Source: an optimization exercise on an open RTL-to-GDS flow (aim: small area, a short achievable clock period and few clock cycles per item). Production flows keep margins and buffers that such runs may drop.
Function was checked by simulation only, so behaviour that the tests miss may differ from the original.
Power and IR drop assume default switching activity.

==> inputs of exp/xenon <==
// SNN
module SNN(
	input clk,
	input rst_n,
	input in_valid,
	input [7:0] img,
	input [7:0] ker,
	input [7:0] weight,
	output reg out_valid,
	output reg [9:0] out_data
);
==> flow/config.mk <==
export PLATFORM = sky130hd
export DESIGN_NAME = SNN
export DESIGN_NICKNAME = SNN
export VERILOG_FILES = /design/flow/design.v
export SDC_FILE = /design/flow/constraint.sdc
export NUM_CORES = 4
export LEC_CHECK = 0
export CAP_MARGIN = 20
export CORE_MARGIN = 2
export CORE_UTILIZATION = 55
export CTS_BUF_LIST = sky130_fd_sc_hd__clkbuf_8 sky130_fd_sc_hd__clkbuf_16
export CTS_CLUSTER_DIAMETER = 80
export CTS_CLUSTER_SIZE = 25
export SLEW_MARGIN = 20
export SYNTH_HIERARCHICAL = 1
==> flow/constraint.sdc <==
create_clock -name core_clock -period 15.0 [get_ports {clk}]
set_input_delay 3.0000 -clock core_clock [delete_from_list [all_inputs] [get_ports {clk}]]
set_output_delay 3.0000 -clock core_clock [all_outputs]
set_load 0.01 [all_outputs]
standard.sh (not shown) runs the stock make flow with config.mk's settings and CLKGATE_MAP_FILE= SYNTH_SCRIPT=/design/flow/synth_recipe.tcl, a recipe that flattens the netlist after the stock synthesis.
==> flow/flow/run.sh <==
#!/bin/bash
set -euo pipefail
export BUFFER_PORTS_ARGS="-buffer_cell sky130_fd_sc_hd__buf_4"
export SETUP_SLACK_MARGIN=10.85
bash standard.sh > standard_flow.log 2>&1
==> exp/quartz (differences from exp/xenon) <==
==> flow/flow/run.sh (replaced) <==
#!/bin/bash
set -euo pipefail
export BUFFER_PORTS_ARGS="-buffer_cell sky130_fd_sc_hd__buf_4"
export SETUP_SLACK_MARGIN=10.6
bash standard.sh > standard_flow.log 2>&1
==> qor summary <==
item                                                    exp/xenon      exp/quartz
Met2 layer usage reported by global route                  0.4854          0.4864
Fraction of standard cell area that is sequential          0.3121          0.3143
Outcome                                            finished clean  finished clean
Internal power contribution                              4.796 mW        4.777 mW
Switching part of the total power                          0.4461          0.4443
Unrepaired setup endpoints after global routing               yes              no
Final Worst Setup Slack                                  10860 ps        10770 ps
Cell depth of the worst setup path                              1               8
Sequential share of power                                   0.235           0.237
Pleak                                                    13.95 nW        13.73 nW
Total of cells resized after clock tree synthesis              17               0
Maximum ir drop on the vdd rail                          184.1 uV        175.8 uV
Worst setup path startpoint                           out_data[0]          sr7[3]
Post-route minimum period                                 4136 ps         4230 ps
Reg-to-reg setup timing slack                            10920 ps        10770 ps
Global-route usage over all layers                         0.2710          0.2708
Testbench counts of exp/xenon, summed over its fixed seeds: cycles 25,920, items 320.
Testbench counts of exp/quartz, summed over its fixed seeds: cycles 25,920, items 320.

==> job 7910: inputs <==
Another version of the RTL of SNN (not shown whole).
==> flow/config.mk <==
export PLATFORM = sky130hd
export DESIGN_NAME = SNN
export DESIGN_NICKNAME = SNN
export VERILOG_FILES = /design/flow/design.v
export SDC_FILE = /design/flow/constraint.sdc
export NUM_CORES = 4
export LEC_CHECK = 0
export CAP_MARGIN = 20
export CORE_MARGIN = 2
export CORE_UTILIZATION = 55
export SLEW_MARGIN = 20
export SYNTH_HIERARCHICAL = 1
==> flow/constraint.sdc <==
create_clock -name core_clock -period 15.0 [get_ports {clk}]
set_input_delay 3.0000 -clock core_clock [delete_from_list [all_inputs] [get_ports {clk}]]
set_output_delay 3.0000 -clock core_clock [all_outputs]
set_load 0.01 [all_outputs]
==> flow/flow/run.sh <==
#!/bin/bash
set -euo pipefail
export BUFFER_PORTS_ARGS="-buffer_cell sky130_fd_sc_hd__buf_4"
export SETUP_SLACK_MARGIN=10.6
bash standard.sh > standard_flow.log 2>&1
==> job 9299 (differences from job 7910) <==
--- a/flow/design.v
+++ b/flow/design.v
@@ -43,21 +43,19 @@
 	if (s == 7'd6) k7 <= ker;
 	if (s == 7'd7) k8 <= ker;
 	if (idle0) w0 <= weight;
 	if (first) w1 <= weight;
 	if (s == 7'd1) w2 <= weight;
 	if (s == 7'd2) w3 <= weight;
 end
-reg [17:0] r1a, r1b;
-reg [18:0] r2a, r2b;
-reg [19:0] r3a, r3b;
+reg [19:0] r1a, r1b, r2a, r2b, r3a, r3b;
 reg [7:0] opa, opb, ka, kb, kc;
 reg fcz;
-wire [18:0] r2ga = {r2a[18:1] | {18{fcz}}, r2a[0] & ~fcz};
-wire [18:0] r2gb = r2b | {19{fcz}};
+wire [19:0] r2ga = {r2a[19:1] | {19{fcz}}, r2a[0] & ~fcz};
+wire [19:0] r2gb = r2b | {20{fcz}};
 wire t1_pp0_0_0 = ~(sr12[0] & k0[0]);
 wire t1_pp0_0_1 = ~(sr12[0] & k0[1]);
 wire t1_pp0_0_2 = ~(sr12[0] & k0[2]);
 wire t1_pp0_0_3 = ~(sr12[0] & k0[3]);
 wire t1_pp0_0_4 = ~(sr12[0] & k0[4]);
 wire t1_pp0_0_5 = ~(sr12[0] & k0[5]);
 wire t1_pp0_0_6 = ~(sr12[0] & k0[6]);
@@ -410,16 +408,16 @@
 wire t1_323, t1_324; FA ut1_323 (t1_294, t1_295, t1_255, t1_323, t1_324);
 wire t1_325, t1_326; FA ut1_325 (t1_296, t1_297, t1_259, t1_325, t1_326);
 wire t1_327, t1_328; FA ut1_327 (t1_298, t1_299, t1_263, t1_327, t1_328);
 wire t1_329, t1_330; FA ut1_329 (t1_300, t1_301, t1_267, t1_329, t1_330);
 wire t1_331, t1_332; FA ut1_331 (t1_302, t1_303, t1_271, t1_331, t1_332);
 wire t1_333, t1_334; FA ut1_333 (t1_304, t1_305, t1_275, t1_333, t1_334);
 wire t1_335, t1_336; FA ut1_335 (t1_306, t1_274, t1_276, t1_335, t1_336);
-wire [17:0] t1_a = {1'b1, t1_336, t1_334, t1_332, t1_330, t1_328, t1_326, t1_324, t1_322, t1_320, t1_318, t1_316, t1_314, t1_312, t1_310, t1_308, t1_307, t1_277};
-wire [17:0] t1_b = {1'b1, 1'b1, t1_335, t1_333, t1_331, t1_329, t1_327, t1_325, t1_323, t1_321, t1_319, t1_317, t1_315, t1_313, t1_311, t1_309, 1'b1, 1'b0};
+wire [19:0] t1_a = {1'b1, 1'b1, 1'b1, t1_336, t1_334, t1_332, t1_330, t1_328, t1_326, t1_324, t1_322, t1_320, t1_318, t1_316, t1_314, t1_312, t1_310, t1_308, t1_307, t1_277};
+wire [19:0] t1_b = {1'b1, 1'b1, 1'b1, 1'b1, t1_335, t1_333, t1_331, t1_329, t1_327, t1_325, t1_323, t1_321, t1_319, t1_317, t1_315, t1_313, t1_311, t1_309, 1'b1, 1'b0};
 wire t2_pp0_0_0 = ~(sr7[0] & k3[0]);
 wire t2_pp0_0_1 = ~(sr7[0] & k3[1]);
 wire t2_pp0_0_2 = ~(sr7[0] & k3[2]);
 wire t2_pp0_0_3 = ~(sr7[0] & k3[3]);
 wire t2_pp0_0_4 = ~(sr7[0] & k3[4]);
 wire t2_pp0_0_5 = ~(sr7[0] & k3[5]);
 wire t2_pp0_0_6 = ~(sr7[0] & k3[6]);
@@ -805,16 +803,18 @@
 wire t2_389, t2_390; FA ut2_389 (t2_354, t2_355, t2_321, t2_389, t2_390);
 wire t2_391, t2_392; FA ut2_391 (t2_356, t2_357, t2_325, t2_391, t2_392);
 wire t2_393, t2_394; FA ut2_393 (t2_358, t2_359, t2_329, t2_393, t2_394);
 wire t2_395, t2_396; FA ut2_395 (t2_360, t2_361, t2_333, t2_395, t2_396);
 wire t2_397, t2_398; FA ut2_397 (t2_362, t2_363, r1b[15], t2_397, t2_398);
 wire t2_399, t2_400; FA ut2_399 (t2_364, t2_365, 1'b1, t2_399, t2_400);
 wire t2_401, t2_402; FA ut2_401 (t2_366, r1a[17], r1b[17], t2_401, t2_402);
-wire [18:0] t2_a = {t2_402, t2_400, t2_398, t2_396, t2_394, t2_392, t2_390, t2_388, t2_386, t2_384, t2_382, t2_380, t2_378, t2_376, t2_374, t2_372, t2_370, t2_368, t2_367};
-wire [18:0] t2_b = {1'b1, t2_401, t2_399, t2_397, t2_395, t2_393, t2_391, t2_389, t2_387, t2_385, t2_383, t2_381, t2_379, t2_377, t2_375, t2_373, t2_371, t2_369, 1'b1};
+wire t2_403, t2_404; FA ut2_403 (r1a[18], r1b[18], 1'b1, t2_403, t2_404);
+wire t2_405, t2_406; FA ut2_405 (r1a[19], r1b[19], 1'b1, t2_405, t2_406);
+wire [19:0] t2_a = {t2_404, t2_402, t2_400, t2_398, t2_396, t2_394, t2_392, t2_390, t2_388, t2_386, t2_384, t2_382, t2_380, t2_378, t2_376, t2_374, t2_372, t2_370, t2_368, t2_367};
+wire [19:0] t2_b = {t2_405, t2_403, t2_401, t2_399, t2_397, t2_395, t2_393, t2_391, t2_389, t2_387, t2_385, t2_383, t2_381, t2_379, t2_377, t2_375, t2_373, t2_371, t2_369, 1'b1};
 wire t3_pp0_0_0 = ~(opa[0] & ka[0]);
 wire t3_pp0_0_1 = ~(opa[0] & ka[1]);
 wire t3_pp0_0_2 = ~(opa[0] & ka[2]);
 wire t3_pp0_0_3 = ~(opa[0] & ka[3]);
 wire t3_pp0_0_4 = ~(opa[0] & ka[4]);
 wire t3_pp0_0_5 = ~(opa[0] & ka[5]);
 wire t3_pp0_0_6 = ~(opa[0] & ka[6]);
@@ -1201,16 +1201,17 @@
 wire t3_391, t3_392; FA ut3_391 (t3_356, t3_357, t3_325, t3_391, t3_392);
 wire t3_393, t3_394; FA ut3_393 (t3_358, t3_359, t3_329, t3_393, t3_394);
 wire t3_395, t3_396; FA ut3_395 (t3_360, t3_361, t3_333, t3_395, t3_396);
 wire t3_397, t3_398; FA ut3_397 (t3_362, t3_363, r2gb[15], t3_397, t3_398);
 wire t3_399, t3_400; FA ut3_399 (t3_364, t3_365, 1'b1, t3_399, t3_400);
 wire t3_401, t3_402; FA ut3_401 (t3_366, r2ga[17], r2gb[17], t3_401, t3_402);
 wire t3_403, t3_404; FA ut3_403 (r2ga[18], r2gb[18], 1'b1, t3_403, t3_404);
+wire t3_405, t3_406; FA ut3_405 (r2ga[19], r2gb[19], 1'b1, t3_405, t3_406);
 wire [19:0] t3_a = {t3_404, t3_402, t3_400, t3_398, t3_396, t3_394, t3_392, t3_390, t3_388, t3_386, t3_384, t3_382, t3_380, t3_378, t3_376, t3_374, t3_372, t3_370, t3_368, t3_367};
-wire [19:0] t3_b = {1'b1, t3_403, t3_401, t3_399, t3_397, t3_395, t3_393, t3_391, t3_389, t3_387, t3_385, t3_383, t3_381, t3_379, t3_377, t3_375, t3_373, t3_371, t3_369, 1'b1};
+wire [19:0] t3_b = {t3_405, t3_403, t3_401, t3_399, t3_397, t3_395, t3_393, t3_391, t3_389, t3_387, t3_385, t3_383, t3_381, t3_379, t3_377, t3_375, t3_373, t3_371, t3_369, 1'b1};
 always @(posedge clk) begin
 	r1a <= t1_a; r1b <= t1_b;
 	r2a <= t2_a; r2b <= t2_b;
 	r3a <= t3_a; r3b <= t3_b;
 end
 reg [11:0] ys_n;
 reg [7:0] qs;
@@ -1968,18 +1969,18 @@
 wire [7:0] pm3_nx = (pv3 && (pfirst || qs > pm3)) ? qs : pm3;
 always @(posedge clk) begin
 	if (pv0) pm0 <= (pfirst || qs > pm0) ? qs : pm0;
 	pm1 <= pm1_nx;
 	if (pv2) pm2 <= (pfirst || qs > pm2) ? qs : pm2;
 	pm3 <= pm3_nx;
 end
-wire fcl = (s == 7'd29) || (s == 7'd36) || (s == 7'd38) || (s == 7'd39) ||
-           (s == 7'd65) || (s == 7'd72) || (s == 7'd74) || (s == 7'd75);
+wire fcl = (s == 7'd29) || (s == 7'd30) || (s == 7'd38) || (s == 7'd39) ||
+           (s == 7'd65) || (s == 7'd66) || (s == 7'd74) || (s == 7'd75);
 wire fc_row1 = (s == 7'd38) || (s == 7'd39) || (s == 7'd74) || (s == 7'd75);
-wire fc_odd = (s == 7'd36) || (s == 7'd39) || (s == 7'd72) || (s == 7'd75);
+wire fc_odd = (s == 7'd30) || (s == 7'd39) || (s == 7'd66) || (s == 7'd75);
 always @(posedge clk) begin
 	fcz <= fcl;
 	if (fcl) begin
 		opa <= fc_row1 ? pm2 : pm0;
 		opb <= fc_row1 ? pm3_nx : pm1_nx;
 		ka <= fc_odd ? w1 : w0;
 		kb <= fc_odd ? w3 : w2;
@@ -1990,37 +1991,39 @@
 		ka <= k6;
 		kb <= k7;
 		kc <= k8;
 	end
 end
 reg [7:0] gq0, gq1, gq2, gq3;
 reg [9:0] dacc;
-wire ins_n = (s == 7'd31) || (s == 7'd38) || (s == 7'd40) || (s == 7'd41);
-wire acc_n = (s == 7'd67) || (s == 7'd74) || (s == 7'd76) || (s == 7'd77);
-reg g_ins, g_img1, g_first, fin;
+wire g_v_n = (s == 7'd31) || (s == 7'd32) || (s == 7'd40) || (s == 7'd41) ||
+             (s == 7'd67) || (s == 7'd68) || (s == 7'd76) || (s == 7'd77);
+reg g_v, g_img1, g_first, fin;
 always @(posedge clk or negedge rst_n) begin
 	if (!rst_n) begin
-		g_ins <= 1'b0; g_img1 <= 1'b0; g_first <= 1'b0; fin <= 1'b0;
+		g_v <= 1'b0; g_img1 <= 1'b0; g_first <= 1'b0; fin <= 1'b0;
 	end else begin
-		g_ins <= ins_n;
-		g_img1 <= acc_n;
+		g_v <= g_v_n;
+		g_img1 <= g_v_n && (s >= 7'd67) && (s != IDLE);
 		g_first <= (s == 7'd67);
 		fin <= (s == 7'd77);
 	end
 end
 wire [9:0] dbase = g_first ? 10'd0 : dacc;
 wire [9:0] dp = dbase + {2'd0, gq0} - {2'd0, gs};
 wire [9:0] dm = dbase + {2'd0, gs} - {2'd0, gq0};
 wire dge = gq0 >= gs;
 wire [9:0] dnew = dge ? dp : dm;
 wire big_p = dp[9:4] != 6'd0;
 wire big_m = dm[9:4] != 6'd0;
 wire dbig = dge ? big_p : big_m;
 always @(posedge clk) begin
-	gq0 <= gq1; gq1 <= gq2; gq2 <= gq3; gq3 <= g_ins ? gs : gq0;
+	if (g_v) begin
+		gq0 <= gq1; gq1 <= gq2; gq2 <= gq3; gq3 <= gs;
+	end
 	if (g_img1) dacc <= dnew;
 end
 always @(posedge clk or negedge rst_n) begin
 	if (!rst_n) begin
 		out_valid <= 1'b0;
 		out_data <= 10'd0;
 	end else begin
==> summary.txt <==
| metric | job 7910 | job 9299 |
|---|---|---|
| Largest net degree at the start of global routing | 43 | 41 |
| Number of DRC markers after the initial detailed-route iteration | 1457 | 1262 |
| Die Area | 63800 sq um | 64300 sq um |
| Maximum operating frequency | 231 MHz | 231 MHz |
| End of the worst register-to-register path | r2b[9] | r2b[11] |
| Non-clock buffers, area share | 0.0125 | 0.0136 |
| Simple-gate share of the synthesized area | 0.108 | 0.104 |
| Period utilization | 0.288 | 0.288 |
| Cell count after synthesis | 2846 | 2830 |
| Combined global-route utilization of all metal layers | 0.272 | 0.270 |
| Die Ht | 253 um | 254 um |
| Sink count of the clock tree | 484 | 488 |
| Run status | timing/DRC/antenna clean | timing/DRC/antenna clean |
| Non-clock buffer total of the final layout | 62 | 68 |
| Critical path data required time | 15.48 ns | 15.51 ns |
| Post-route clock skew | 0.0521 ns | 0.0614 ns |
| Pleak | 14.8 nW | 15.0 nW |
| Initial cell density of the core | 0.554 | 0.555 |
| Routed vias/inst | 5.49 | 5.42 |
Testbench counts of job 7910, summed over its fixed seeds: cycles 25,920, items 320.
Testbench counts of job 9299, summed over its fixed seeds: cycles 25,920, items 320.

-- static timing again, ports no longer ideal --
Ports are ideal in the flow. The routed layouts listed here were re-timed in OpenROAD.
Step 1 (the two cells are an assumption about what drives the block):
set clk [get_ports {clk}]
set_driving_cell -lib_cell sky130_fd_sc_hd__clkbuf_16 $clk
set_driving_cell -lib_cell sky130_fd_sc_hd__buf_2 [delete_from_list [all_inputs] $clk]
Step 2 times the ports against the registers' clock, not the clock port: input delays grow and output delays shrink by t, the midpoint of the rising clock arrivals with the driver on.
Slacks: ideal ports / drivers / drivers and shift; pairs: ideal ports / drivers.
| run | t, ns | slack for setup (ns) | latest minus earliest clock arrival (ns) |
|---|---|---|---|
| exp/xenon | 0.677 | 10.864 / 10.798 / 10.924 | 0.036 / 0.036 |
| exp/quartz | 0.676 | 10.771 / 10.771 / 10.771 | 0.035 / 0.035 |
| job 7910 | 0.682 | 10.679 / 10.679 / 10.679 | 0.055 / 0.055 |
| job 9299 | 0.677 | 10.678 / 10.678 / 10.678 | 0.073 / 0.074 |
After both steps every run listed still meets setup and hold.
